From an optimization exercise on the open Yosys and OpenROAD flow, aimed at small area, a short achievable clock period and few clock cycles; shortcuts taken in it are not production practice. Function was not checked in any run shown here: the RTL went through the layout flow alone.

==> design.v <==
module CONVEX(
input               CLK,
input               RST,
input       [4:0]   PT_XY,
output reg          READ_PT,
output reg  [9:0]   DROP_X,
output reg  [9:0]   DROP_Y,
output reg          DROP_V);
reg  [2:0]  rx_cnt;
reg  [19:0] rx;
reg         rx_full;
reg  [19:0] pn;
reg         pn_v;
reg  [1:0]  npts;
wire        accept   = READ_PT && (rx_cnt == 3'd0 || rx_cnt == 3'd1);
wire [2:0]  rx_cnt_n = accept ? 3'd4 : (rx_cnt != 3'd0 ? rx_cnt - 3'd1 : 3'd0);
wire        rx_done  = (rx_cnt == 3'd1);
wire        pn_take;                        
wire        rx_move  = rx_full && (!pn_v || pn_take);
wire        rx_full_n = rx_done || (rx_full && !rx_move);
wire        pn_v_n    = rx_move || (pn_v && !pn_take);
always @(posedge CLK) begin
    if (rx_cnt != 3'd0) rx <= {rx[14:0], PT_XY};
    if (rx_move) pn <= rx;
end
always @(posedge CLK or posedge RST) begin
    if (RST) begin
        rx_cnt  <= 3'd0;
        rx_full <= 1'b0;
        pn_v    <= 1'b0;
        READ_PT <= 1'b0;
    end
    else begin
        rx_cnt  <= rx_cnt_n;
        rx_full <= rx_full_n;
        pn_v    <= pn_v_n;
        READ_PT <= !rx_full_n && (rx_cnt_n == 3'd0 || (rx_cnt_n == 3'd1 && !pn_v_n));
    end
end
reg  [19:0] Q [0:11];
reg  [3:0]  cnt;
wire        pop;
reg  [1:0]  npush;
reg  [19:0] D0, D1;
wire [3:0]  base = cnt - {3'd0, pop};
reg  [12:0] at;                             
integer j;
always @(*) begin
    for (j = 0; j < 13; j = j + 1) at[j] = (cnt == j);
end
always @(posedge CLK) begin
    for (j = 0; j < 12; j = j + 1) begin
        if (pop ? at[j+1] : at[j])
            Q[j] <= D0;
        else if (j > 0 && (pop ? at[j] : at[(j > 0) ? j - 1 : 0]))
            Q[j] <= D1;
        else if (pop && j < 11)
            Q[j] <= Q[(j < 11) ? j + 1 : 11];
    end
end
always @(posedge CLK or posedge RST) begin
    if (RST) cnt <= 4'd0;
    else     cnt <= base + {2'd0, npush};
end
reg         in_pass, need_last;
reg  [3:0]  popcnt;
reg  [19:0] FIRST, PREV, PT;
reg         fin;                            
reg  [3:0]  Hp;                             
wire        fin_set;
wire [3:0]  Hp_new;
wire        can_pop = (cnt >= 4'd2) || (cnt != 4'd0 && fin);
wire        last_is = in_pass && need_last;                 
wire        start   = (!in_pass || last_is) && pn_v && npts == 2'd2 && cnt != 4'd0;
wire        direct  = pn_v && npts != 2'd2;             
wire        mid_pop = in_pass && !need_last && can_pop;
assign      pop     = start || mid_pop;
assign      pn_take = start || direct;
wire        issue   = mid_pop || last_is;
wire [19:0] B       = need_last ? FIRST : Q[0];
always @(posedge CLK) begin
    if (start) begin
        FIRST <= Q[0];
        PT    <= pn;
    end
    if (pop) PREV <= Q[0];
end
always @(posedge CLK or posedge RST) begin
    if (RST) begin
        in_pass   <= 1'b0;
        need_last <= 1'b0;
        popcnt    <= 4'd0;
        npts      <= 2'd0;
        fin       <= 1'b0;
        Hp        <= 4'd0;
    end
    else begin
        if (direct) begin
            npts <= npts + 2'd1;
            if (npts == 2'd1) begin
                fin <= 1'b1;
                Hp  <= 4'd2;
            end
        end
        if (last_is) begin
            in_pass   <= 1'b0;
            need_last <= 1'b0;
            fin       <= 1'b0;
        end
        if (start) begin
            in_pass <= 1'b1;
            popcnt  <= 4'd1;
        end
        else if (mid_pop) begin
            popcnt <= popcnt + 4'd1;
            if (fin && popcnt + 4'd1 == Hp) need_last <= 1'b1;
        end
        if (fin_set) begin
            fin <= 1'b1;
            Hp  <= Hp_new;
        end
    end
end
reg         s1_v, s1_first, s1_last;
reg  [19:0] s1_A;
reg  [10:0] s1_aX, s1_nY, s1_bX, s1_bY;
reg         s2_v, s2_first, s2_last;
reg  [19:0] s2_A;
reg  [22:0] s2_s, s2_c;
always @(posedge CLK) begin
    s1_A  <= PREV;
    s1_aX <= {1'b0, PREV[19:10]} - {1'b0, PT[19:10]};
    s1_nY <= {1'b0, PT[9:0]}     - {1'b0, PREV[9:0]};
    s1_bX <= {1'b0, B[19:10]}    - {1'b0, PT[19:10]};
    s1_bY <= {1'b0, B[9:0]}      - {1'b0, PT[9:0]};
    s1_first <= (popcnt == 4'd1);
    s1_last  <= need_last;
end
wire [22:0] cs_s, cs_c;
CXS cxs(.aX(s1_aX), .bY(s1_bY), .nY(s1_nY), .bX(s1_bX), .s(cs_s), .c(cs_c));
always @(posedge CLK) begin
    s2_A <= s1_A;
    s2_s <= cs_s;
    s2_c <= cs_c;
    s2_first <= s1_first;
    s2_last  <= s1_last;
end
wire [22:0] cs_t = s2_s + s2_c;
wire        s3_v     = s2_v;
wire        s3_first = s2_first;
wire        s3_last  = s2_last;
wire        s3_vis   = cs_t[22];
wire [19:0] s3_A     = s2_A;
always @(posedge CLK or posedge RST) begin
    if (RST) begin
        s1_v <= 1'b0;
        s2_v <= 1'b0;
    end
    else begin
        s1_v <= issue;
        s2_v <= s1_v;
    end
end
reg         prev_vis, vis0, anyvis;
reg  [19:0] R0, PD;
reg  [3:0]  Hrun;
reg         pend, pend_drop0, pend_ins0, pend_inside;
wire        vin   = prev_vis;
wire        vout  = s3_vis;
wire        dec   = s3_v && !s3_first;
wire        drop  = dec && vin && vout;
wire        ins   = dec && vout && !vin;
wire        drop0 = vout && vis0;
wire        ins0  = vis0 && !vout;
wire [3:0]  Hrun_n = Hrun - {3'd0, drop} + {3'd0, ins};
assign      fin_set = dec && s3_last;
assign      Hp_new  = Hrun_n - {3'd0, drop0} + {3'd0, ins0};
always @(*) begin
    npush = 2'd0;
    D0 = pn;
    D1 = PD;
    if (direct) begin
        npush = 2'd1;
    end
    else if (pend) begin
        D0 = R0;
        npush = pend_drop0 ? 2'd0 : pend_ins0 ? 2'd2 : 2'd1;
    end
    else if (dec) begin
        D0 = s3_A;
        npush = drop ? 2'd0 : ins ? 2'd2 : 2'd1;
    end
end
always @(posedge CLK) begin
    if (s3_v && s3_first) begin
        R0 <= s3_A;
        PD <= PT;
        vis0 <= s3_vis;
        prev_vis <= s3_vis;
        anyvis <= s3_vis;
        Hrun <= Hp;
    end
    else if (dec) begin
        prev_vis <= s3_vis;
        anyvis <= anyvis | s3_vis;
        Hrun <= Hrun_n;
    end
    if (fin_set) begin
        pend_drop0  <= drop0;
        pend_ins0   <= ins0;
        pend_inside <= !(anyvis || vout);
    end
end
always @(posedge CLK or posedge RST) begin
    if (RST) pend <= 1'b0;
    else     pend <= fin_set;
end
always @(posedge CLK) begin
    if (pend)
        {DROP_X, DROP_Y} <= pend_drop0 ? R0 : PD;
    else
        {DROP_X, DROP_Y} <= s3_A;
end
always @(posedge CLK or posedge RST) begin
    if (RST) DROP_V <= 1'b0;
    else     DROP_V <= pend ? (pend_drop0 || pend_inside) : drop;
end
endmodule
module CXS(input [10:0] aX, input [10:0] bY, input [10:0] nY, input [10:0] bX,
           output [22:0] s, output [22:0] c);
wire w1 = (aX[9] & bY[0]) ^ (aX[8] & bY[1]);
wire w2 = (aX[9] & bY[0]) & (aX[8] & bY[1]);
wire w3 = ~(aX[10] & bY[0]) ^ (aX[9] & bY[1]) ^ (aX[8] & bY[2]);
wire w4 = (~(aX[10] & bY[0]) & (aX[9] & bY[1])) | (~(aX[10] & bY[0]) & (aX[8] & bY[2])) | ((aX[9] & bY[1]) & (aX[8] & bY[2]));
wire w5 = (aX[7] & bY[3]) ^ (aX[6] & bY[4]) ^ (aX[5] & bY[5]);
wire w6 = ((aX[7] & bY[3]) & (aX[6] & bY[4])) | ((aX[7] & bY[3]) & (aX[5] & bY[5])) | ((aX[6] & bY[4]) & (aX[5] & bY[5]));
wire w7 = (aX[4] & bY[6]) ^ (aX[3] & bY[7]) ^ (aX[2] & bY[8]);
wire w8 = ((aX[4] & bY[6]) & (aX[3] & bY[7])) | ((aX[4] & bY[6]) & (aX[2] & bY[8])) | ((aX[3] & bY[7]) & (aX[2] & bY[8]));
wire w9 = ~(aX[10] & bY[1]) ^ (aX[9] & bY[2]) ^ (aX[8] & bY[3]);
wire w10 = (~(aX[10] & bY[1]) & (aX[9] & bY[2])) | (~(aX[10] & bY[1]) & (aX[8] & bY[3])) | ((aX[9] & bY[2]) & (aX[8] & bY[3]));
wire w11 = (aX[7] & bY[4]) ^ (aX[6] & bY[5]) ^ (aX[5] & bY[6]);
wire w12 = ((aX[7] & bY[4]) & (aX[6] & bY[5])) | ((aX[7] & bY[4]) & (aX[5] & bY[6])) | ((aX[6] & bY[5]) & (aX[5] & bY[6]));
wire w13 = (aX[4] & bY[7]) ^ (aX[3] & bY[8]);
wire w14 = (aX[4] & bY[7]) & (aX[3] & bY[8]);
wire w15 = ~(aX[10] & bY[2]) ^ (aX[9] & bY[3]) ^ (aX[8] & bY[4]);
wire w16 = (~(aX[10] & bY[2]) & (aX[9] & bY[3])) | (~(aX[10] & bY[2]) & (aX[8] & bY[4])) | ((aX[9] & bY[3]) & (aX[8] & bY[4]));
wire w17 = (aX[6] & bY[0]) ^ (aX[5] & bY[1]);
wire w18 = (aX[6] & bY[0]) & (aX[5] & bY[1]);
wire w19 = (aX[7] & bY[0]) ^ (aX[6] & bY[1]) ^ (aX[5] & bY[2]);
wire w20 = ((aX[7] & bY[0]) & (aX[6] & bY[1])) | ((aX[7] & bY[0]) & (aX[5] & bY[2])) | ((aX[6] & bY[1]) & (aX[5] & bY[2]));
wire w21 = (aX[4] & bY[3]) ^ (aX[3] & bY[4]) ^ (aX[2] & bY[5]);
wire w22 = ((aX[4] & bY[3]) & (aX[3] & bY[4])) | ((aX[4] & bY[3]) & (aX[2] & bY[5])) | ((aX[3] & bY[4]) & (aX[2] & bY[5]));
wire w23 = (aX[8] & bY[0]) ^ (aX[7] & bY[1]) ^ (aX[6] & bY[2]);
wire w24 = ((aX[8] & bY[0]) & (aX[7] & bY[1])) | ((aX[8] & bY[0]) & (aX[6] & bY[2])) | ((aX[7] & bY[1]) & (aX[6] & bY[2]));
wire w25 = (aX[5] & bY[3]) ^ (aX[4] & bY[4]) ^ (aX[3] & bY[5]);
wire w26 = ((aX[5] & bY[3]) & (aX[4] & bY[4])) | ((aX[5] & bY[3]) & (aX[3] & bY[5])) | ((aX[4] & bY[4]) & (aX[3] & bY[5]));
wire w27 = (aX[2] & bY[6]) ^ (aX[1] & bY[7]) ^ (aX[0] & bY[8]);
wire w28 = ((aX[2] & bY[6]) & (aX[1] & bY[7])) | ((aX[2] & bY[6]) & (aX[0] & bY[8])) | ((aX[1] & bY[7]) & (aX[0] & bY[8]));
wire w29 = (nY[8] & bX[0]) ^ (nY[7] & bX[1]);
wire w30 = (nY[8] & bX[0]) & (nY[7] & bX[1]);
wire w31 = w1 ^ (aX[7] & bY[2]) ^ (aX[6] & bY[3]);
wire w32 = (w1 & (aX[7] & bY[2])) | (w1 & (aX[6] & bY[3])) | ((aX[7] & bY[2]) & (aX[6] & bY[3]));
wire w33 = (aX[5] & bY[4]) ^ (aX[4] & bY[5]) ^ (aX[3] & bY[6]);
wire w34 = ((aX[5] & bY[4]) & (aX[4] & bY[5])) | ((aX[5] & bY[4]) & (aX[3] & bY[6])) | ((aX[4] & bY[5]) & (aX[3] & bY[6]));
wire w35 = (aX[2] & bY[7]) ^ (aX[1] & bY[8]) ^ (aX[0] & bY[9]);
wire w36 = ((aX[2] & bY[7]) & (aX[1] & bY[8])) | ((aX[2] & bY[7]) & (aX[0] & bY[9])) | ((aX[1] & bY[8]) & (aX[0] & bY[9]));
wire w37 = (nY[9] & bX[0]) ^ (nY[8] & bX[1]) ^ (nY[7] & bX[2]);
wire w38 = ((nY[9] & bX[0]) & (nY[8] & bX[1])) | ((nY[9] & bX[0]) & (nY[7] & bX[2])) | ((nY[8] & bX[1]) & (nY[7] & bX[2]));
wire w39 = (nY[6] & bX[3]) ^ (nY[5] & bX[4]) ^ (nY[4] & bX[5]);
wire w40 = ((nY[6] & bX[3]) & (nY[5] & bX[4])) | ((nY[6] & bX[3]) & (nY[4] & bX[5])) | ((nY[5] & bX[4]) & (nY[4] & bX[5]));
wire w41 = w3 ^ w5 ^ w7;
wire w42 = (w3 & w5) | (w3 & w7) | (w5 & w7);
wire w43 = (aX[1] & bY[9]) ^ (~aX[0] & bY[10]) ^ bY[10];
wire w44 = ((aX[1] & bY[9]) & (~aX[0] & bY[10])) | ((aX[1] & bY[9]) & bY[10]) | ((~aX[0] & bY[10]) & bY[10]);
wire w45 = ~(nY[10] & bX[0]) ^ (nY[9] & bX[1]) ^ (nY[8] & bX[2]);
wire w46 = (~(nY[10] & bX[0]) & (nY[9] & bX[1])) | (~(nY[10] & bX[0]) & (nY[8] & bX[2])) | ((nY[9] & bX[1]) & (nY[8] & bX[2]));
wire w47 = (nY[7] & bX[3]) ^ (nY[6] & bX[4]) ^ (nY[5] & bX[5]);
wire w48 = ((nY[7] & bX[3]) & (nY[6] & bX[4])) | ((nY[7] & bX[3]) & (nY[5] & bX[5])) | ((nY[6] & bX[4]) & (nY[5] & bX[5]));
wire w49 = (nY[4] & bX[6]) ^ (nY[3] & bX[7]) ^ (nY[2] & bX[8]);
wire w50 = ((nY[4] & bX[6]) & (nY[3] & bX[7])) | ((nY[4] & bX[6]) & (nY[2] & bX[8])) | ((nY[3] & bX[7]) & (nY[2] & bX[8]));
wire w51 = (nY[1] & bX[9]) ^ (~nY[0] & bX[10]);
wire w52 = (nY[1] & bX[9]) & (~nY[0] & bX[10]);
wire w53 = w9 ^ w11 ^ w13;
wire w54 = (w9 & w11) | (w9 & w13) | (w11 & w13);
wire w55 = (aX[2] & bY[9]) ^ (~aX[1] & bY[10]) ^ ~(nY[10] & bX[1]);
wire w56 = ((aX[2] & bY[9]) & (~aX[1] & bY[10])) | ((aX[2] & bY[9]) & ~(nY[10] & bX[1])) | ((~aX[1] & bY[10]) & ~(nY[10] & bX[1]));
wire w57 = (nY[9] & bX[2]) ^ (nY[8] & bX[3]) ^ (nY[7] & bX[4]);
wire w58 = ((nY[9] & bX[2]) & (nY[8] & bX[3])) | ((nY[9] & bX[2]) & (nY[7] & bX[4])) | ((nY[8] & bX[3]) & (nY[7] & bX[4]));
wire w59 = (nY[6] & bX[5]) ^ (nY[5] & bX[6]) ^ (nY[4] & bX[7]);
wire w60 = ((nY[6] & bX[5]) & (nY[5] & bX[6])) | ((nY[6] & bX[5]) & (nY[4] & bX[7])) | ((nY[5] & bX[6]) & (nY[4] & bX[7]));
wire w61 = (nY[3] & bX[8]) ^ (nY[2] & bX[9]) ^ (~nY[1] & bX[10]);
wire w62 = ((nY[3] & bX[8]) & (nY[2] & bX[9])) | ((nY[3] & bX[8]) & (~nY[1] & bX[10])) | ((nY[2] & bX[9]) & (~nY[1] & bX[10]));
wire w63 = 1'b1 ^ w4 ^ w6;
wire w64 = (1'b1 & w4) | (1'b1 & w6) | (w4 & w6);
wire w65 = w15 ^ (aX[7] & bY[5]) ^ (aX[6] & bY[6]);
wire w66 = (w15 & (aX[7] & bY[5])) | (w15 & (aX[6] & bY[6])) | ((aX[7] & bY[5]) & (aX[6] & bY[6]));
wire w67 = (aX[5] & bY[7]) ^ (aX[4] & bY[8]) ^ (aX[3] & bY[9]);
wire w68 = ((aX[5] & bY[7]) & (aX[4] & bY[8])) | ((aX[5] & bY[7]) & (aX[3] & bY[9])) | ((aX[4] & bY[8]) & (aX[3] & bY[9]));
wire w69 = (~aX[2] & bY[10]) ^ ~(nY[10] & bX[2]) ^ (nY[9] & bX[3]);
wire w70 = ((~aX[2] & bY[10]) & ~(nY[10] & bX[2])) | ((~aX[2] & bY[10]) & (nY[9] & bX[3])) | (~(nY[10] & bX[2]) & (nY[9] & bX[3]));
wire w71 = (nY[8] & bX[4]) ^ (nY[7] & bX[5]) ^ (nY[6] & bX[6]);
wire w72 = ((nY[8] & bX[4]) & (nY[7] & bX[5])) | ((nY[8] & bX[4]) & (nY[6] & bX[6])) | ((nY[7] & bX[5]) & (nY[6] & bX[6]));
wire w73 = (nY[5] & bX[7]) ^ (nY[4] & bX[8]) ^ (nY[3] & bX[9]);
wire w74 = ((nY[5] & bX[7]) & (nY[4] & bX[8])) | ((nY[5] & bX[7]) & (nY[3] & bX[9])) | ((nY[4] & bX[8]) & (nY[3] & bX[9]));
wire w75 = (~nY[2] & bX[10]) ^ w10 ^ w12;
wire w76 = ((~nY[2] & bX[10]) & w10) | ((~nY[2] & bX[10]) & w12) | (w10 & w12);
wire w77 = ~(aX[10] & bY[3]) ^ (aX[9] & bY[4]) ^ (aX[8] & bY[5]);
wire w78 = (~(aX[10] & bY[3]) & (aX[9] & bY[4])) | (~(aX[10] & bY[3]) & (aX[8] & bY[5])) | ((aX[9] & bY[4]) & (aX[8] & bY[5]));
wire w79 = (aX[7] & bY[6]) ^ (aX[6] & bY[7]) ^ (aX[5] & bY[8]);
wire w80 = ((aX[7] & bY[6]) & (aX[6] & bY[7])) | ((aX[7] & bY[6]) & (aX[5] & bY[8])) | ((aX[6] & bY[7]) & (aX[5] & bY[8]));
wire w81 = (aX[4] & bY[9]) ^ (~aX[3] & bY[10]) ^ ~(nY[10] & bX[3]);
wire w82 = ((aX[4] & bY[9]) & (~aX[3] & bY[10])) | ((aX[4] & bY[9]) & ~(nY[10] & bX[3])) | ((~aX[3] & bY[10]) & ~(nY[10] & bX[3]));
wire w83 = (nY[9] & bX[4]) ^ (nY[8] & bX[5]) ^ (nY[7] & bX[6]);
wire w84 = ((nY[9] & bX[4]) & (nY[8] & bX[5])) | ((nY[9] & bX[4]) & (nY[7] & bX[6])) | ((nY[8] & bX[5]) & (nY[7] & bX[6]));
wire w85 = (nY[6] & bX[7]) ^ (nY[5] & bX[8]) ^ (nY[4] & bX[9]);
wire w86 = ((nY[6] & bX[7]) & (nY[5] & bX[8])) | ((nY[6] & bX[7]) & (nY[4] & bX[9])) | ((nY[5] & bX[8]) & (nY[4] & bX[9]));
wire w87 = ~(aX[10] & bY[4]) ^ (aX[9] & bY[5]) ^ (aX[8] & bY[6]);
wire w88 = (~(aX[10] & bY[4]) & (aX[9] & bY[5])) | (~(aX[10] & bY[4]) & (aX[8] & bY[6])) | ((aX[9] & bY[5]) & (aX[8] & bY[6]));
wire w89 = (aX[7] & bY[7]) ^ (aX[6] & bY[8]) ^ (aX[5] & bY[9]);
wire w90 = ((aX[7] & bY[7]) & (aX[6] & bY[8])) | ((aX[7] & bY[7]) & (aX[5] & bY[9])) | ((aX[6] & bY[8]) & (aX[5] & bY[9]));
wire w91 = (~aX[4] & bY[10]) ^ ~(nY[10] & bX[4]) ^ (nY[9] & bX[5]);
wire w92 = ((~aX[4] & bY[10]) & ~(nY[10] & bX[4])) | ((~aX[4] & bY[10]) & (nY[9] & bX[5])) | (~(nY[10] & bX[4]) & (nY[9] & bX[5]));
wire w93 = ~(aX[10] & bY[5]) ^ (aX[9] & bY[6]) ^ (aX[8] & bY[7]);
wire w94 = (~(aX[10] & bY[5]) & (aX[9] & bY[6])) | (~(aX[10] & bY[5]) & (aX[8] & bY[7])) | ((aX[9] & bY[6]) & (aX[8] & bY[7]));
wire w95 = (aX[4] & bY[0]) ^ (aX[3] & bY[1]);
wire w96 = (aX[4] & bY[0]) & (aX[3] & bY[1]);
wire w97 = (aX[5] & bY[0]) ^ (aX[4] & bY[1]) ^ (aX[3] & bY[2]);
wire w98 = ((aX[5] & bY[0]) & (aX[4] & bY[1])) | ((aX[5] & bY[0]) & (aX[3] & bY[2])) | ((aX[4] & bY[1]) & (aX[3] & bY[2]));
wire w99 = (aX[2] & bY[3]) ^ (aX[1] & bY[4]) ^ (aX[0] & bY[5]);
wire w100 = ((aX[2] & bY[3]) & (aX[1] & bY[4])) | ((aX[2] & bY[3]) & (aX[0] & bY[5])) | ((aX[1] & bY[4]) & (aX[0] & bY[5]));
wire w101 = w17 ^ (aX[4] & bY[2]) ^ (aX[3] & bY[3]);
wire w102 = (w17 & (aX[4] & bY[2])) | (w17 & (aX[3] & bY[3])) | ((aX[4] & bY[2]) & (aX[3] & bY[3]));
wire w103 = (aX[2] & bY[4]) ^ (aX[1] & bY[5]) ^ (aX[0] & bY[6]);
wire w104 = ((aX[2] & bY[4]) & (aX[1] & bY[5])) | ((aX[2] & bY[4]) & (aX[0] & bY[6])) | ((aX[1] & bY[5]) & (aX[0] & bY[6]));
wire w105 = (nY[6] & bX[0]) ^ (nY[5] & bX[1]) ^ (nY[4] & bX[2]);
wire w106 = ((nY[6] & bX[0]) & (nY[5] & bX[1])) | ((nY[6] & bX[0]) & (nY[4] & bX[2])) | ((nY[5] & bX[1]) & (nY[4] & bX[2]));
wire w107 = w19 ^ w21 ^ (aX[1] & bY[6]);
wire w108 = (w19 & w21) | (w19 & (aX[1] & bY[6])) | (w21 & (aX[1] & bY[6]));
wire w109 = (aX[0] & bY[7]) ^ (nY[7] & bX[0]) ^ (nY[6] & bX[1]);
wire w110 = ((aX[0] & bY[7]) & (nY[7] & bX[0])) | ((aX[0] & bY[7]) & (nY[6] & bX[1])) | ((nY[7] & bX[0]) & (nY[6] & bX[1]));
wire w111 = (nY[5] & bX[2]) ^ (nY[4] & bX[3]) ^ (nY[3] & bX[4]);
wire w112 = ((nY[5] & bX[2]) & (nY[4] & bX[3])) | ((nY[5] & bX[2]) & (nY[3] & bX[4])) | ((nY[4] & bX[3]) & (nY[3] & bX[4]));
wire w113 = (nY[2] & bX[5]) ^ (nY[1] & bX[6]);
wire w114 = (nY[2] & bX[5]) & (nY[1] & bX[6]);
wire w115 = w23 ^ w25 ^ w27;
wire w116 = (w23 & w25) | (w23 & w27) | (w25 & w27);
wire w117 = w29 ^ (nY[6] & bX[2]) ^ (nY[5] & bX[3]);
wire w118 = (w29 & (nY[6] & bX[2])) | (w29 & (nY[5] & bX[3])) | ((nY[6] & bX[2]) & (nY[5] & bX[3]));
wire w119 = (nY[4] & bX[4]) ^ (nY[3] & bX[5]) ^ (nY[2] & bX[6]);
wire w120 = ((nY[4] & bX[4]) & (nY[3] & bX[5])) | ((nY[4] & bX[4]) & (nY[2] & bX[6])) | ((nY[3] & bX[5]) & (nY[2] & bX[6]));
wire w121 = (nY[1] & bX[7]) ^ (nY[0] & bX[8]) ^ w20;
wire w122 = ((nY[1] & bX[7]) & (nY[0] & bX[8])) | ((nY[1] & bX[7]) & w20) | ((nY[0] & bX[8]) & w20);
wire w123 = w31 ^ w33 ^ w35;
wire w124 = (w31 & w33) | (w31 & w35) | (w33 & w35);
wire w125 = w37 ^ w39 ^ (nY[3] & bX[6]);
wire w126 = (w37 & w39) | (w37 & (nY[3] & bX[6])) | (w39 & (nY[3] & bX[6]));
wire w127 = (nY[2] & bX[7]) ^ (nY[1] & bX[8]) ^ (nY[0] & bX[9]);
wire w128 = ((nY[2] & bX[7]) & (nY[1] & bX[8])) | ((nY[2] & bX[7]) & (nY[0] & bX[9])) | ((nY[1] & bX[8]) & (nY[0] & bX[9]));
wire w129 = w24 ^ w26 ^ w28;
wire w130 = (w24 & w26) | (w24 & w28) | (w26 & w28);
wire w131 = w41 ^ w43 ^ w45;
wire w132 = (w41 & w43) | (w41 & w45) | (w43 & w45);
wire w133 = w47 ^ w49 ^ w51;
wire w134 = (w47 & w49) | (w47 & w51) | (w49 & w51);
wire w135 = bX[10] ^ w2 ^ w32;
wire w136 = (bX[10] & w2) | (bX[10] & w32) | (w2 & w32);
wire w137 = w34 ^ w36 ^ w38;
wire w138 = (w34 & w36) | (w34 & w38) | (w36 & w38);
wire w139 = w53 ^ w55 ^ w57;
wire w140 = (w53 & w55) | (w53 & w57) | (w55 & w57);
wire w141 = w59 ^ w61 ^ w63;
wire w142 = (w59 & w61) | (w59 & w63) | (w61 & w63);
wire w143 = w8 ^ w42 ^ w44;
wire w144 = (w8 & w42) | (w8 & w44) | (w42 & w44);
wire w145 = w46 ^ w48 ^ w50;
wire w146 = (w46 & w48) | (w46 & w50) | (w48 & w50);
wire w147 = w65 ^ w67 ^ w69;
wire w148 = (w65 & w67) | (w65 & w69) | (w67 & w69);
wire w149 = w71 ^ w73 ^ w75;
wire w150 = (w71 & w73) | (w71 & w75) | (w73 & w75);
wire w151 = w14 ^ w54 ^ w56;
wire w152 = (w14 & w54) | (w14 & w56) | (w54 & w56);
wire w153 = w58 ^ w60 ^ w62;
wire w154 = (w58 & w60) | (w58 & w62) | (w60 & w62);
wire w155 = w77 ^ w79 ^ w81;
wire w156 = (w77 & w79) | (w77 & w81) | (w79 & w81);
wire w157 = w83 ^ w85 ^ (~nY[3] & bX[10]);
wire w158 = (w83 & w85) | (w83 & (~nY[3] & bX[10])) | (w85 & (~nY[3] & bX[10]));
wire w159 = w16 ^ w66 ^ w68;
wire w160 = (w16 & w66) | (w16 & w68) | (w66 & w68);
wire w161 = w70 ^ w72 ^ w74;
wire w162 = (w70 & w72) | (w70 & w74) | (w72 & w74);
wire w163 = w87 ^ w89 ^ w91;
wire w164 = (w87 & w89) | (w87 & w91) | (w89 & w91);
wire w165 = (nY[8] & bX[6]) ^ (nY[7] & bX[7]) ^ (nY[6] & bX[8]);
wire w166 = ((nY[8] & bX[6]) & (nY[7] & bX[7])) | ((nY[8] & bX[6]) & (nY[6] & bX[8])) | ((nY[7] & bX[7]) & (nY[6] & bX[8]));
wire w167 = (nY[5] & bX[9]) ^ (~nY[4] & bX[10]) ^ w78;
wire w168 = ((nY[5] & bX[9]) & (~nY[4] & bX[10])) | ((nY[5] & bX[9]) & w78) | ((~nY[4] & bX[10]) & w78);
wire w169 = w80 ^ w82 ^ w84;
wire w170 = (w80 & w82) | (w80 & w84) | (w82 & w84);
wire w171 = w93 ^ (aX[7] & bY[8]) ^ (aX[6] & bY[9]);
wire w172 = (w93 & (aX[7] & bY[8])) | (w93 & (aX[6] & bY[9])) | ((aX[7] & bY[8]) & (aX[6] & bY[9]));
wire w173 = (~aX[5] & bY[10]) ^ ~(nY[10] & bX[5]) ^ (nY[9] & bX[6]);
wire w174 = ((~aX[5] & bY[10]) & ~(nY[10] & bX[5])) | ((~aX[5] & bY[10]) & (nY[9] & bX[6])) | (~(nY[10] & bX[5]) & (nY[9] & bX[6]));
wire w175 = (nY[8] & bX[7]) ^ (nY[7] & bX[8]) ^ (nY[6] & bX[9]);
wire w176 = ((nY[8] & bX[7]) & (nY[7] & bX[8])) | ((nY[8] & bX[7]) & (nY[6] & bX[9])) | ((nY[7] & bX[8]) & (nY[6] & bX[9]));
wire w177 = (~nY[5] & bX[10]) ^ w88 ^ w90;
wire w178 = ((~nY[5] & bX[10]) & w88) | ((~nY[5] & bX[10]) & w90) | (w88 & w90);
wire w179 = ~(aX[10] & bY[6]) ^ (aX[9] & bY[7]) ^ (aX[8] & bY[8]);
wire w180 = (~(aX[10] & bY[6]) & (aX[9] & bY[7])) | (~(aX[10] & bY[6]) & (aX[8] & bY[8])) | ((aX[9] & bY[7]) & (aX[8] & bY[8]));
wire w181 = (aX[7] & bY[9]) ^ (~aX[6] & bY[10]) ^ ~(nY[10] & bX[6]);
wire w182 = ((aX[7] & bY[9]) & (~aX[6] & bY[10])) | ((aX[7] & bY[9]) & ~(nY[10] & bX[6])) | ((~aX[6] & bY[10]) & ~(nY[10] & bX[6]));
wire w183 = (nY[9] & bX[7]) ^ (nY[8] & bX[8]) ^ (nY[7] & bX[9]);
wire w184 = ((nY[9] & bX[7]) & (nY[8] & bX[8])) | ((nY[9] & bX[7]) & (nY[7] & bX[9])) | ((nY[8] & bX[8]) & (nY[7] & bX[9]));
wire w185 = ~(aX[10] & bY[7]) ^ (aX[9] & bY[8]) ^ (aX[8] & bY[9]);
wire w186 = (~(aX[10] & bY[7]) & (aX[9] & bY[8])) | (~(aX[10] & bY[7]) & (aX[8] & bY[9])) | ((aX[9] & bY[8]) & (aX[8] & bY[9]));
wire w187 = (aX[3] & bY[0]) ^ (aX[2] & bY[1]) ^ (aX[1] & bY[2]);
wire w188 = ((aX[3] & bY[0]) & (aX[2] & bY[1])) | ((aX[3] & bY[0]) & (aX[1] & bY[2])) | ((aX[2] & bY[1]) & (aX[1] & bY[2]));
wire w189 = w95 ^ (aX[2] & bY[2]) ^ (aX[1] & bY[3]);
wire w190 = (w95 & (aX[2] & bY[2])) | (w95 & (aX[1] & bY[3])) | ((aX[2] & bY[2]) & (aX[1] & bY[3]));
wire w191 = (aX[0] & bY[4]) ^ (nY[4] & bX[0]) ^ (nY[3] & bX[1]);
wire w192 = ((aX[0] & bY[4]) & (nY[4] & bX[0])) | ((aX[0] & bY[4]) & (nY[3] & bX[1])) | ((nY[4] & bX[0]) & (nY[3] & bX[1]));
wire w193 = w97 ^ w99 ^ (nY[5] & bX[0]);
wire w194 = (w97 & w99) | (w97 & (nY[5] & bX[0])) | (w99 & (nY[5] & bX[0]));
wire w195 = (nY[4] & bX[1]) ^ (nY[3] & bX[2]) ^ (nY[2] & bX[3]);
wire w196 = ((nY[4] & bX[1]) & (nY[3] & bX[2])) | ((nY[4] & bX[1]) & (nY[2] & bX[3])) | ((nY[3] & bX[2]) & (nY[2] & bX[3]));
wire w197 = (nY[1] & bX[4]) ^ (nY[0] & bX[5]);
wire w198 = (nY[1] & bX[4]) & (nY[0] & bX[5]);
wire w199 = w101 ^ w103 ^ w105;
wire w200 = (w101 & w103) | (w101 & w105) | (w103 & w105);
wire w201 = (nY[3] & bX[3]) ^ (nY[2] & bX[4]) ^ (nY[1] & bX[5]);
wire w202 = ((nY[3] & bX[3]) & (nY[2] & bX[4])) | ((nY[3] & bX[3]) & (nY[1] & bX[5])) | ((nY[2] & bX[4]) & (nY[1] & bX[5]));
wire w203 = (nY[0] & bX[6]) ^ w98 ^ w100;
wire w204 = ((nY[0] & bX[6]) & w98) | ((nY[0] & bX[6]) & w100) | (w98 & w100);
wire w205 = w107 ^ w109 ^ w111;
wire w206 = (w107 & w109) | (w107 & w111) | (w109 & w111);
wire w207 = w113 ^ (nY[0] & bX[7]) ^ w18;
wire w208 = (w113 & (nY[0] & bX[7])) | (w113 & w18) | ((nY[0] & bX[7]) & w18);
wire w209 = w102 ^ w104 ^ w106;
wire w210 = (w102 & w104) | (w102 & w106) | (w104 & w106);
wire w211 = w115 ^ w117 ^ w119;
wire w212 = (w115 & w117) | (w115 & w119) | (w117 & w119);
wire w213 = w121 ^ w22 ^ w108;
wire w214 = (w121 & w22) | (w121 & w108) | (w22 & w108);
wire w215 = w110 ^ w112 ^ w114;
wire w216 = (w110 & w112) | (w110 & w114) | (w112 & w114);
wire w217 = w123 ^ w125 ^ w127;
wire w218 = (w123 & w125) | (w123 & w127) | (w125 & w127);
wire w219 = w129 ^ w30 ^ w116;
wire w220 = (w129 & w30) | (w129 & w116) | (w30 & w116);
wire w221 = w118 ^ w120 ^ w122;
wire w222 = (w118 & w120) | (w118 & w122) | (w120 & w122);
wire w223 = w131 ^ w133 ^ w135;
wire w224 = (w131 & w133) | (w131 & w135) | (w133 & w135);
wire w225 = w137 ^ w40 ^ w124;
wire w226 = (w137 & w40) | (w137 & w124) | (w40 & w124);
wire w227 = w126 ^ w128 ^ w130;
wire w228 = (w126 & w128) | (w126 & w130) | (w128 & w130);
wire w229 = w139 ^ w141 ^ w143;
wire w230 = (w139 & w141) | (w139 & w143) | (w141 & w143);
wire w231 = w145 ^ w52 ^ w132;
wire w232 = (w145 & w52) | (w145 & w132) | (w52 & w132);
wire w233 = w134 ^ w136 ^ w138;
wire w234 = (w134 & w136) | (w134 & w138) | (w136 & w138);
wire w235 = w147 ^ w149 ^ w151;
wire w236 = (w147 & w149) | (w147 & w151) | (w149 & w151);
wire w237 = w153 ^ w64 ^ w140;
wire w238 = (w153 & w64) | (w153 & w140) | (w64 & w140);
wire w239 = w142 ^ w144 ^ w146;
wire w240 = (w142 & w144) | (w142 & w146) | (w144 & w146);
wire w241 = w155 ^ w157 ^ w159;
wire w242 = (w155 & w157) | (w155 & w159) | (w157 & w159);
wire w243 = w161 ^ w76 ^ w148;
wire w244 = (w161 & w76) | (w161 & w148) | (w76 & w148);
wire w245 = w150 ^ w152 ^ w154;
wire w246 = (w150 & w152) | (w150 & w154) | (w152 & w154);
wire w247 = w163 ^ w165 ^ w167;
wire w248 = (w163 & w165) | (w163 & w167) | (w165 & w167);
wire w249 = w169 ^ w86 ^ w156;
wire w250 = (w169 & w86) | (w169 & w156) | (w86 & w156);
wire w251 = w158 ^ w160 ^ w162;
wire w252 = (w158 & w160) | (w158 & w162) | (w160 & w162);
wire w253 = w171 ^ w173 ^ w175;
wire w254 = (w171 & w173) | (w171 & w175) | (w173 & w175);
wire w255 = w177 ^ w92 ^ w164;
wire w256 = (w177 & w92) | (w177 & w164) | (w92 & w164);
wire w257 = w166 ^ w168 ^ w170;
wire w258 = (w166 & w168) | (w166 & w170) | (w168 & w170);
wire w259 = w179 ^ w181 ^ w183;
wire w260 = (w179 & w181) | (w179 & w183) | (w181 & w183);
wire w261 = (~nY[6] & bX[10]) ^ w94 ^ w172;
wire w262 = ((~nY[6] & bX[10]) & w94) | ((~nY[6] & bX[10]) & w172) | (w94 & w172);
wire w263 = w174 ^ w176 ^ w178;
wire w264 = (w174 & w176) | (w174 & w178) | (w176 & w178);
wire w265 = w185 ^ (~aX[7] & bY[10]) ^ ~(nY[10] & bX[7]);
wire w266 = (w185 & (~aX[7] & bY[10])) | (w185 & ~(nY[10] & bX[7])) | ((~aX[7] & bY[10]) & ~(nY[10] & bX[7]));
wire w267 = (nY[9] & bX[8]) ^ (nY[8] & bX[9]) ^ (~nY[7] & bX[10]);
wire w268 = ((nY[9] & bX[8]) & (nY[8] & bX[9])) | ((nY[9] & bX[8]) & (~nY[7] & bX[10])) | ((nY[8] & bX[9]) & (~nY[7] & bX[10]));
wire w269 = w180 ^ w182 ^ w184;
wire w270 = (w180 & w182) | (w180 & w184) | (w182 & w184);
wire w271 = ~(aX[10] & bY[8]) ^ (aX[9] & bY[9]) ^ (~aX[8] & bY[10]);
wire w272 = (~(aX[10] & bY[8]) & (aX[9] & bY[9])) | (~(aX[10] & bY[8]) & (~aX[8] & bY[10])) | ((aX[9] & bY[9]) & (~aX[8] & bY[10]));
wire w273 = ~(nY[10] & bX[8]) ^ (nY[9] & bX[9]) ^ (~nY[8] & bX[10]);
wire w274 = (~(nY[10] & bX[8]) & (nY[9] & bX[9])) | (~(nY[10] & bX[8]) & (~nY[8] & bX[10])) | ((nY[9] & bX[9]) & (~nY[8] & bX[10]));
wire w275 = (aX[2] & bY[0]) ^ (aX[1] & bY[1]) ^ (aX[0] & bY[2]);
wire w276 = ((aX[2] & bY[0]) & (aX[1] & bY[1])) | ((aX[2] & bY[0]) & (aX[0] & bY[2])) | ((aX[1] & bY[1]) & (aX[0] & bY[2]));
wire w277 = w187 ^ (aX[0] & bY[3]) ^ (nY[3] & bX[0]);
wire w278 = (w187 & (aX[0] & bY[3])) | (w187 & (nY[3] & bX[0])) | ((aX[0] & bY[3]) & (nY[3] & bX[0]));
wire w279 = (nY[2] & bX[1]) ^ (nY[1] & bX[2]);
wire w280 = (nY[2] & bX[1]) & (nY[1] & bX[2]);
wire w281 = w189 ^ w191 ^ (nY[2] & bX[2]);
wire w282 = (w189 & w191) | (w189 & (nY[2] & bX[2])) | (w191 & (nY[2] & bX[2]));
wire w283 = (nY[1] & bX[3]) ^ (nY[0] & bX[4]) ^ w188;
wire w284 = ((nY[1] & bX[3]) & (nY[0] & bX[4])) | ((nY[1] & bX[3]) & w188) | ((nY[0] & bX[4]) & w188);
wire w285 = w193 ^ w195 ^ w197;
wire w286 = (w193 & w195) | (w193 & w197) | (w195 & w197);
wire w287 = w96 ^ w190 ^ w192;
wire w288 = (w96 & w190) | (w96 & w192) | (w190 & w192);
wire w289 = w199 ^ w201 ^ w203;
wire w290 = (w199 & w201) | (w199 & w203) | (w201 & w203);
wire w291 = w194 ^ w196 ^ w198;
wire w292 = (w194 & w196) | (w194 & w198) | (w196 & w198);
wire w293 = w205 ^ w207 ^ w209;
wire w294 = (w205 & w207) | (w205 & w209) | (w207 & w209);
wire w295 = w200 ^ w202 ^ w204;
wire w296 = (w200 & w202) | (w200 & w204) | (w202 & w204);
wire w297 = w211 ^ w213 ^ w215;
wire w298 = (w211 & w213) | (w211 & w215) | (w213 & w215);
wire w299 = w206 ^ w208 ^ w210;
wire w300 = (w206 & w208) | (w206 & w210) | (w208 & w210);
wire w301 = w217 ^ w219 ^ w221;
wire w302 = (w217 & w219) | (w217 & w221) | (w219 & w221);
wire w303 = w212 ^ w214 ^ w216;
wire w304 = (w212 & w214) | (w212 & w216) | (w214 & w216);
wire w305 = w223 ^ w225 ^ w227;
wire w306 = (w223 & w225) | (w223 & w227) | (w225 & w227);
wire w307 = w218 ^ w220 ^ w222;
wire w308 = (w218 & w220) | (w218 & w222) | (w220 & w222);
wire w309 = w229 ^ w231 ^ w233;
wire w310 = (w229 & w231) | (w229 & w233) | (w231 & w233);
wire w311 = w224 ^ w226 ^ w228;
wire w312 = (w224 & w226) | (w224 & w228) | (w226 & w228);
wire w313 = w235 ^ w237 ^ w239;
wire w314 = (w235 & w237) | (w235 & w239) | (w237 & w239);
wire w315 = w230 ^ w232 ^ w234;
wire w316 = (w230 & w232) | (w230 & w234) | (w232 & w234);
wire w317 = w241 ^ w243 ^ w245;
wire w318 = (w241 & w243) | (w241 & w245) | (w243 & w245);
wire w319 = w236 ^ w238 ^ w240;
wire w320 = (w236 & w238) | (w236 & w240) | (w238 & w240);
wire w321 = w247 ^ w249 ^ w251;
wire w322 = (w247 & w249) | (w247 & w251) | (w249 & w251);
wire w323 = w242 ^ w244 ^ w246;
wire w324 = (w242 & w244) | (w242 & w246) | (w244 & w246);
wire w325 = w253 ^ w255 ^ w257;
wire w326 = (w253 & w255) | (w253 & w257) | (w255 & w257);
wire w327 = w248 ^ w250 ^ w252;
wire w328 = (w248 & w250) | (w248 & w252) | (w250 & w252);
wire w329 = w259 ^ w261 ^ w263;
wire w330 = (w259 & w261) | (w259 & w263) | (w261 & w263);
wire w331 = w254 ^ w256 ^ w258;
wire w332 = (w254 & w256) | (w254 & w258) | (w256 & w258);
wire w333 = w265 ^ w267 ^ w269;
wire w334 = (w265 & w267) | (w265 & w269) | (w267 & w269);
wire w335 = w260 ^ w262 ^ w264;
wire w336 = (w260 & w262) | (w260 & w264) | (w262 & w264);
wire w337 = w271 ^ w273 ^ w186;
wire w338 = (w271 & w273) | (w271 & w186) | (w273 & w186);
wire w339 = w266 ^ w268 ^ w270;
wire w340 = (w266 & w268) | (w266 & w270) | (w268 & w270);
wire w341 = ~(aX[10] & bY[9]) ^ (~aX[9] & bY[10]) ^ ~(nY[10] & bX[9]);
wire w342 = (~(aX[10] & bY[9]) & (~aX[9] & bY[10])) | (~(aX[10] & bY[9]) & ~(nY[10] & bX[9])) | ((~aX[9] & bY[10]) & ~(nY[10] & bX[9]));
wire w343 = (~nY[9] & bX[10]) ^ w272 ^ w274;
wire w344 = ((~nY[9] & bX[10]) & w272) | ((~nY[9] & bX[10]) & w274) | (w272 & w274);
wire w345 = (aX[1] & bY[0]) ^ (aX[0] & bY[1]);
wire w346 = (aX[1] & bY[0]) & (aX[0] & bY[1]);
wire w347 = w275 ^ (nY[2] & bX[0]) ^ (nY[1] & bX[1]);
wire w348 = (w275 & (nY[2] & bX[0])) | (w275 & (nY[1] & bX[1])) | ((nY[2] & bX[0]) & (nY[1] & bX[1]));
wire w349 = w277 ^ w279 ^ (nY[0] & bX[3]);
wire w350 = (w277 & w279) | (w277 & (nY[0] & bX[3])) | (w279 & (nY[0] & bX[3]));
wire w351 = w281 ^ w283 ^ w278;
wire w352 = (w281 & w283) | (w281 & w278) | (w283 & w278);
wire w353 = w285 ^ w287 ^ w282;
wire w354 = (w285 & w287) | (w285 & w282) | (w287 & w282);
wire w355 = w289 ^ w291 ^ w286;
wire w356 = (w289 & w291) | (w289 & w286) | (w291 & w286);
wire w357 = w293 ^ w295 ^ w290;
wire w358 = (w293 & w295) | (w293 & w290) | (w295 & w290);
wire w359 = w297 ^ w299 ^ w294;
wire w360 = (w297 & w299) | (w297 & w294) | (w299 & w294);
wire w361 = w301 ^ w303 ^ w298;
wire w362 = (w301 & w303) | (w301 & w298) | (w303 & w298);
wire w363 = w305 ^ w307 ^ w302;
wire w364 = (w305 & w307) | (w305 & w302) | (w307 & w302);
wire w365 = w309 ^ w311 ^ w306;
wire w366 = (w309 & w311) | (w309 & w306) | (w311 & w306);
wire w367 = w313 ^ w315 ^ w310;
wire w368 = (w313 & w315) | (w313 & w310) | (w315 & w310);
wire w369 = w317 ^ w319 ^ w314;
wire w370 = (w317 & w319) | (w317 & w314) | (w319 & w314);
wire w371 = w321 ^ w323 ^ w318;
wire w372 = (w321 & w323) | (w321 & w318) | (w323 & w318);
wire w373 = w325 ^ w327 ^ w322;
wire w374 = (w325 & w327) | (w325 & w322) | (w327 & w322);
wire w375 = w329 ^ w331 ^ w326;
wire w376 = (w329 & w331) | (w329 & w326) | (w331 & w326);
wire w377 = w333 ^ w335 ^ w330;
wire w378 = (w333 & w335) | (w333 & w330) | (w335 & w330);
wire w379 = w337 ^ w339 ^ w334;
wire w380 = (w337 & w339) | (w337 & w334) | (w339 & w334);
wire w381 = w341 ^ w343 ^ w338;
wire w382 = (w341 & w343) | (w341 & w338) | (w343 & w338);
wire w383 = ~(~aX[10] & bY[10]) ^ ~(~nY[10] & bX[10]) ^ w342;
wire w384 = (~(~aX[10] & bY[10]) & ~(~nY[10] & bX[10])) | (~(~aX[10] & bY[10]) & w342) | (~(~nY[10] & bX[10]) & w342);
wire w385 = w345 ^ (nY[1] & bX[0]);
wire w386 = w345 & (nY[1] & bX[0]);
wire w387 = w347 ^ (nY[0] & bX[2]) ^ w346;
wire w388 = (w347 & (nY[0] & bX[2])) | (w347 & w346) | ((nY[0] & bX[2]) & w346);
wire w389 = w349 ^ w276 ^ w348;
wire w390 = (w349 & w276) | (w349 & w348) | (w276 & w348);
wire w391 = w351 ^ w280 ^ w350;
wire w392 = (w351 & w280) | (w351 & w350) | (w280 & w350);
wire w393 = w353 ^ w284 ^ w352;
wire w394 = (w353 & w284) | (w353 & w352) | (w284 & w352);
wire w395 = w355 ^ w288 ^ w354;
wire w396 = (w355 & w288) | (w355 & w354) | (w288 & w354);
wire w397 = w357 ^ w292 ^ w356;
wire w398 = (w357 & w292) | (w357 & w356) | (w292 & w356);
wire w399 = w359 ^ w296 ^ w358;
wire w400 = (w359 & w296) | (w359 & w358) | (w296 & w358);
wire w401 = w361 ^ w300 ^ w360;
wire w402 = (w361 & w300) | (w361 & w360) | (w300 & w360);
wire w403 = w363 ^ w304 ^ w362;
wire w404 = (w363 & w304) | (w363 & w362) | (w304 & w362);
wire w405 = w365 ^ w308 ^ w364;
wire w406 = (w365 & w308) | (w365 & w364) | (w308 & w364);
wire w407 = w367 ^ w312 ^ w366;
wire w408 = (w367 & w312) | (w367 & w366) | (w312 & w366);
wire w409 = w369 ^ w316 ^ w368;
wire w410 = (w369 & w316) | (w369 & w368) | (w316 & w368);
wire w411 = w371 ^ w320 ^ w370;
wire w412 = (w371 & w320) | (w371 & w370) | (w320 & w370);
wire w413 = w373 ^ w324 ^ w372;
wire w414 = (w373 & w324) | (w373 & w372) | (w324 & w372);
wire w415 = w375 ^ w328 ^ w374;
wire w416 = (w375 & w328) | (w375 & w374) | (w328 & w374);
wire w417 = w377 ^ w332 ^ w376;
wire w418 = (w377 & w332) | (w377 & w376) | (w332 & w376);
wire w419 = w379 ^ w336 ^ w378;
wire w420 = (w379 & w336) | (w379 & w378) | (w336 & w378);
wire w421 = w381 ^ w340 ^ w380;
wire w422 = (w381 & w340) | (w381 & w380) | (w340 & w380);
wire w423 = w383 ^ w344 ^ w382;
wire w424 = (w383 & w344) | (w383 & w382) | (w344 & w382);
assign s = {1'b1, w384, w423, w421, w419, w417, w415, w413, w411, w409, w407, w405, w403, w401, w399, w397, w395, w393, w391, w389, w387, w385, (aX[0] & bY[0])};
assign c = {1'b0, w424, w422, w420, w418, w416, w414, w412, w410, w408, w406, w404, w402, w400, w398, w396, w394, w392, w390, w388, w386, (nY[0] & bX[1]), (nY[0] & bX[0])};
endmodule
==> run.sh <==
#!/bin/bash
# synth_recipe.tcl (not shown) runs the flow's synth.tcl, then flattens the netlist and writes it again
# the make line also repeats each setting of config.mk as NAME=value (left out here)
make -C /OpenROAD-flow-scripts/flow DESIGN_CONFIG=/design/flow/config.mk WORK_HOME=/design/flow/orfs CLKGATE_MAP_FILE= SYNTH_SCRIPT=/design/flow/synth_recipe.tcl finish
==> config.mk <==
export PLATFORM = sky130hd
export DESIGN_NAME = CONVEX
export DESIGN_NICKNAME = CONVEX
export VERILOG_FILES = /design/flow/design.v
export SDC_FILE = /design/flow/constraint.sdc
export NUM_CORES = 4
export LEC_CHECK = 0
export ABC_CLOCK_PERIOD_IN_PS = 3500
export CAP_MARGIN = 20
export CORE_MARGIN = 2
export CORE_UTILIZATION = 55
export SETUP_SLACK_MARGIN = 4.5
export SLEW_MARGIN = 20
==> constraint.sdc <==
create_clock -name core_clock -period 8.5 [get_ports {CLK}]
set_input_delay 1.7000 -clock core_clock [delete_from_list [all_inputs] [get_ports {CLK}]]
set_output_delay 1.7000 -clock core_clock [all_outputs]
set_load 0.01 [all_outputs]
==> reports/metrics.yaml, run 1 <==
fin_util_pct: 62.07
min_from: "s1_last"
setup_viol: 0
clk_path_buf_depth: 3
syn_inst: 2682
finalInstanceArea_sq_um: 34930
fin_crit_sh_pct: 49.77
status: "complete, no violations"
async_flop_share_pct: 4.745
drt_wl_total_microns: 68240
grt_pass1_wl_microns: 109600
synthMuxAreaShare_pct: 8.603
dpl_cell_area_sq_um: 32090
worst_pin_slew_ps: 1116
ys_warn_count: 2
cts_max_level: 2
grt_max_degree: 66
clkSinkCount: 569
diodes: 0
synth.distinct_cells: 66
drt_first_pass_iters: 7
met3_usage_pct: 3.678
core_area_sq_um: 56280
ys_ff_latch: 569
insertion_delay_ps: 640
cp-end-kind: "flop"
gp_congestion: 0.8963
synth-compound-area-share_pct: 7.685
io_pins: 29
die_w_microns: 242.2
postSynthAreaPerCell_sq_um: 11.64
rrSetupSlack_ps: 4270
grt_pass1_vias: 19560
viasPerCell: 5.409
clk_root_buffer_cell: "clkbuf_16"
grt_overflow_total: 0
ys.flop_type: "edfxtp_1"
antenna_left: 0
setup.worst_path.start: "s1_bY[3]"
remaining_drc_errors: 0
cts_tree: "done"
yosysSeqAreaShare_pct: 49.44
syn-cell-area_sq_um: 31210
regToRegStartpoint: "s1_bY[3]"
seq_area_sq_um: 15530
die-area_sq_um: 58670
globalRoute.busiestLayer: "met2"
fp-row-count: 87
worst_ep_required_time_ps: 9000
use_met2_pct: 39.77
die_height_microns: 242.2
slew_headroom_pct: 25.62
fill_cells: 4511
cts_hold_buf: 0
drtIter0Drc: 1124
final_nets: 2996
report.final.slew_viol_count: 0
drive_gt1_share_pct: 14.68
synth_top_family_by_area: "adder cells"
hold_viol: 0
crit_type: "reg2reg"
syn_to_final_growth_pct: 11.92
multi_input_area_sq_um: 14460
clock.fmax_mhz: 236.4
vias: 18870
use_met1_pct: 32.50
fin_tns_setup_ps: 0
routedWlPerCell_microns: 19.56
numPortBuffers: 28
post-dp-hpwl_microns: 46760
finClkSkew_ps: 22.08
cts.clk_slew.worst_paths_ps: 60
period_minus_slack_ps: 4231
synthXorXnorAreaFrac_pct: 1.207
critical_path_arrival_ps: 4730
start_util_pct: 55.46
synth-edff-count: 390
grt_util_all_layers_pct: 23.72
grt_antenna_before_repair: 1
rsz0062_at_grt: "yes"
synthAdderAreaFrac_pct: 17.22
synthSimpleGateAreaFrac_pct: 10.27
cp_max_fo: 5
synth_nets: 2995
hold_path.class: "reg2reg"
cts_made_buffers: 60
cp-start-kind: "flop"
drv_cap: 0
## cells by family (layout without fill, tap and decap cells)
family / Yosys count / in the layout
compound gates: 398 / 398
xor+xnor: 43 / 43
fa+ha+maj: 306 / 306
buf+inv: 428 / 478
flops: 569 / 569
mux: 261 / 261
simple gates: 677 / 677
## worst paths after layout
kind / endpoint / depth (start not counted)
setup / recovery: s2_s[10] / 11
setup reg to reg: s2_s[10] / 11
hold reg to reg: s2_last / 0
max in group asynchronous: pend / 2
min in group asynchronous: READ_PT / 2
hold / removal: s2_last / 0
## final cells by class
class / count / area share [%]
Multi-Input combinational cell: 1685 / 41.39
Clock inverter: 34 / 1.365
Timing Repair Buffer: 112 / 2.701
Tap cell: 756 / 2.708
Inverter: 254 / 2.740
Sequential cell: 569 / 44.46
Clock buffer: 77 / 4.628
Timing Repair inverter: 1 / 0.01433
## cell usage in the layout, fill, tap and decap left out, types with 28 or more instances in the layout
cell type and n:
a21oi_1 109, and2_1 152, dfxtp_1 111, mux2_2 57, edfxtp_1 390, ha_1 88
inv_1 225, xnor2_1 30, fa_1 191, clkdlybuf4s50_1 28, buf_4 72, nor2_1 143
a21o_1 31, o21ai_0 139, nand2_1 253, clkbuf_16 60, mux2i_1 203
## layer usage
layer | wire (microns) | vias to the layer above | part of all wire [%]
met2 | 33040 | 372 | 48
li1 | - | 9044 | -
met3 | 2723 | 108 | 4.0
met1 | 31060 | 9342 | 46
met5 | 0 | - | 0
met4 | 1423 | 0 | 2.1
## flip-flops by register name (all words and copies together) (netlist names), 4 cells and up
| register | cells |
|---|---|
| s2_s | 22 |
| cnt | 4 |
| DROP_Y | 10 |
| rx | 20 |
| FIRST | 20 |
| s1_aX | 11 |
| popcnt | 4 |
| R0 | 20 |
| s1_A | 20 |
| DROP_X | 10 |
| Hp | 4 |
| Hrun | 4 |
| PT | 20 |
| PD | 20 |
| s2_A | 20 |
| s1_bX | 11 |
| pn | 20 |
| s1_bY | 11 |
| Q | 240 |
| PREV | 20 |
| s1_nY | 11 |
| s2_c | 22 |
## synthesized netlist by cell type, types with 3 or more instances
library cell | instances | share of area (%)
nor4_1 | 5 | 0.10
or2_2 | 5 | 0.10
dfxtp_1 | 152 | 9.7
fa_1 | 206 | 13
a31oi_1 | 26 | 0.52
buf_4 | 10 | 0.24
o211ai_1 | 7 | 0.17
nand3b_1 | 3 | 0.072
and2_1 | 171 | 3.4
buf_1 | 13 | 0.16
o21ai_2 | 3 | 0.084
xor2_1 | 11 | 0.31
o21ai_1 | 9 | 0.14
inv_1 | 252 | 3.0
mux2i_1 | 203 | 6.5
a311oi_1 | 3 | 0.084
a22o_1 | 21 | 0.59
nor2b_1 | 23 | 0.46
o21ai_0 | 149 | 2.4
and3_1 | 3 | 0.060
nor3_1 | 13 | 0.21
ha_1 | 100 | 4.0
a21o_1 | 31 | 0.75
edfxtp_1 | 390 | 38
buf_2 | 27 | 0.43
dfrtp_1 | 27 | 2.2
clkbuf_1 | 115 | 1.4
xnor2_1 | 32 | 0.90
nand2b_1 | 21 | 0.42
nand3_1 | 13 | 0.21
buf_6 | 8 | 0.29
nand2_1 | 261 | 3.1
mux2_2 | 57 | 2.1
nor2_1 | 144 | 1.7
a21oi_1 | 114 | 1.8
or3_1 | 8 | 0.16
## stage by stage
step | cells | hold slack, ps | setup slack [ps]
floorplan | 2682 | 309.6 | 4393
global placement | 3337 | 310.9 | 3780
detailed placement | 3337 | 312.1 | 3681
CTS | 3472 | 326.8 | 4273
global route | 3488 | 336.6 | 4176
finish | 3488 | 328.8 | 4269
## worst max-delay path: stages (launching register included)
cell	delay [ps]
dfxtp_4	400
nand2_2	70
fa_1	530
inv_1	60
fa_2	610
fa_2	440
fa_1	500
inv_2	40
fa_1	500
inv_1	50
fa_1	490
fa_1	410
## repair_timing
item,in CTS,in global routing
endpoints found under the setup margin,49,43
cloned,1,0
pin swaps,29,59
setup buffers,23,16
resized for setup,74,88
==> run 2: changes to the inputs <==
--- a/config.mk
+++ b/config.mk
@@ -5,7 +5,6 @@
 export SDC_FILE = /design/flow/constraint.sdc
 export NUM_CORES = 4
 export LEC_CHECK = 0
-export ABC_CLOCK_PERIOD_IN_PS = 3500
 export CAP_MARGIN = 20
 export CORE_MARGIN = 2
 export CORE_UTILIZATION = 55
==> run 2 against run 1 <==
  * Sequential share of layout area unchanged
  * Still clean
  * Routed wire length did not move
  * Critical path depth did not move
  * Die area unchanged
  * Critical endpoint unchanged
  * Core utilization unchanged
  * Area after synthesis stayed put
  * Critical path type unchanged
==> reports/metrics.yaml, run 2 <==
fin_crit_sh_pct: 49.77
report.final.slew_viol_count: 0
syn_to_final_growth_pct: 11.92
setup_slack_ps: 4269
gp_congestion: 0.8963
slew_headroom_pct: 25.62
async_flop_share_pct: 4.745
crit_type: "reg2reg"
remaining_drc_errors: 0
drt_wl_total_microns: 68240
synth_top_cell_by_area: "edfxtp_1"
slowest_delay_ps: 610
fin_tns_setup_ps: 0
hold_path.class: "reg2reg"
postSynthAreaPerCell_sq_um: 11.64
grt_util_all_layers_pct: 23.72
fill_cells: 4511
placed_cells: 3337
start_util_pct: 55.46
routedWlPerCell_microns: 19.56
cp-end-kind: "flop"
min_from: "s1_last"
grt_max_degree: 66
worst_ep_required_time_ps: 9000
post-synth-top-count-cell: "edfxtp_1"
cts_tree: "done"
r2r_cells: 11
syn-cell-area_sq_um: 31210
ys.flop_type: "edfxtp_1"
setup_viol: 0
grt_pass1_vias: 19560
regToRegStartpoint: "s1_bY[3]"
cts_hold_buf: 0
largest_reg_flops: 240
syn_inst: 2682
cp_max_fo: 5
drv_cap: 0
drive_gt1_share_pct: 14.68
antenna_left: 0
final_nets: 2996
yosysSeqAreaShare_pct: 49.44
final_common_cell: "edfxtp_1"
insertion_delay_ps: 640
post-dp-hpwl_microns: 46760
regMostFlops: "Q"
fp-row-count: 87
clock.fmax_mhz: 236.4
rrSetupSlack_ps: 4270
netlist.area_leader.share_pct: 37.52
ys_warn_count: 2
cts.clk_slew.worst_paths_ps: 60
rsz0062_at_grt: "yes"
die_w_microns: 242.2
worst_pin_slew_ps: 1116
diodes: 0
clk_path_buf_depth: 3
vias: 18870
whs_endpoint: "s2_last"
clkSinkCount: 569
hold_viol: 0
cts_max_level: 2
cp_cell_sequence: "nand2_2 -> fa_1 -> inv_1 -> fa_2 -> fa_2 -> fa_1 -> inv_2 -> fa_1 -> inv_1 -> fa_1 -> fa_1"
die_height_microns: 242.2
critical_path_arrival_ps: 4730
grt_antenna_before_repair: 1
drtIter0Drc: 1124
top_regs: "Q: 240 flops, s2_c: 22 flops, s2_s: 22 flops"
synth_nets: 2995
clk_root_buffer_cell: "clkbuf_16"
die-area_sq_um: 58670
final_cells: 3488
final_cell_mix: "edfxtp_1, nand2_1, inv_1"
viasPerCell: 5.409
finClkSkew_ps: 22.08
synth.distinct_cells: 66
status: "complete, no violations"
grt_pass1_wl_microns: 109600
crit_path_top_delay_cell: "fa_2"
synthTopCellsByCount: "edfxtp_1, nand2_1, inv_1"
netlist_top_cells_area: "edfxtp_1, fa_1, dfxtp_1, mux2i_1, ha_1"
min_path_cells: 0
path_common_cell: "fa_1"
timing.rr.end: "s2_s[10]"
place_ws_ps: 3681
core_area_sq_um: 56280
cp-start-kind: "flop"
cts_made_buffers: 60
ys_ff_latch: 569
grt_overflow_total: 0
synth-edff-count: 390
period_minus_slack_ps: 4231
io_pins: 29
drt_first_pass_iters: 7
numPortBuffers: 28
## run 2: cell counts after synthesis
Identical to the previous run, type by type.
## run 2: worst max-delay path, delay by kind of cell (launching register included)
kind / cells / cell delay, ps
buffers and inverters: 3 / 150
AND/OR/NAND/NOR: 1 / 70
adder cells (fa/ha/maj): 7 / 3480
flip-flops: 1 / 400
## run 2: cells by family after synthesis
family | count (synthesis) | share of synthesized area [%]
compound gates | 398 | 7.685
xor+xnor | 43 | 1.207
fa+ha+maj | 306 | 17.22
buf+inv | 428 | 5.572
flops | 569 | 49.44
mux | 261 | 8.603
simple gates | 677 | 10.27
## run 2: layout make-up
cell class                 instances  area (sq um)  share of cell area [%]
timing repair buffer             112         943.4                   2.701
multi-input combinational       1685         14460                   41.39
timing repair inverter             1         5.005                 0.01433
clock buffer                      77          1617                   4.628
inverter                         254         957.2                   2.740
sequential                       569         15530                   44.46
clock inverter                    34         476.7                   1.365
tap                              756         945.9                   2.708
## run 2: repair_timing
action / in CTS / in global routing
endpoints found under the setup margin: 49 / 43
buffers inserted: 23 / 16
cloned: 1 / 0
resized for setup: 74 / 88
pin swaps: 29 / 59
hold endpoints to repair: 0 / 0
## run 2: worst max path at each step
| stage | from | endpoint | slack (ps) | depth (start not counted) |
|---|---|---|---|---|
| after global routing | s1_bY[3] | s2_s[10] | 4180 | 11 |
| after detailed placement | s2_s[2] | Hp[3] | 3680 | 19 |
| after floorplan | s1_bY[3] | s2_s[12] | 4390 | 13 |
| final | s1_bY[3] | s2_s[10] | 4270 | 11 |
| after CTS | s1_bY[6] | s2_s[12] | 4270 | 12 |
| after global placement | s2_s[2] | Hp[3] | 3780 | 19 |
## run 2: layer usage
metal | up-vias | wire length [microns] | track usage [%]
li1 | 9044 | - | -
met1 | 9342 | 31060 | 32.50
met2 | 372 | 33040 | 39.77
met3 | 108 | 2723 | 3.678
met4 | 0 | 1423 | 6.082
met5 | - | 0 | 0
## run 2: through the flow
| step | util, % | hold WS (ps) | cell area (sq um) |
|---|---|---|---|
| after detailed placement | 57.02 | 312.1 | 32090 |
| after global placement | 57.02 | 310.9 | 32090 |
| after CTS | 61.38 | 326.8 | 34540 |
| after floorplan | - | 309.6 | 31360 |
| final | 62.07 | 328.8 | 34930 |
| after global routing | 62.07 | 336.6 | 34930 |

## afterwards: timing with drivers on the ports
The flow's constraints put no driver on any port. The routed layouts listed below were extracted and timed again, unchanged, in two steps. Step 1, drivers: a clkbuf_16 drives CLK and a buf_2 each remaining input, both assumed. Step 2 adds t to the input delays and takes it off the output delays; t is the mean of the earliest and latest rising clock arrival at the registers after step 1. Input paths then give back, and output paths get back, about the clock's delay inside the block. Three values: ideal ports, drivers, drivers and shift; two values: the first two.
run | t (ns) | setup WS [ns] | worst data-port slew with drivers (ns) | pins driven straight from the clock port
run 1 | 0.686 | 4.269 / 4.269 / 4.269 | 0.05 | 1
run 2 | 0.686 | 4.269 / 4.269 / 4.269 | 0.05 | 1
After both steps every run listed still meets setup and hold.
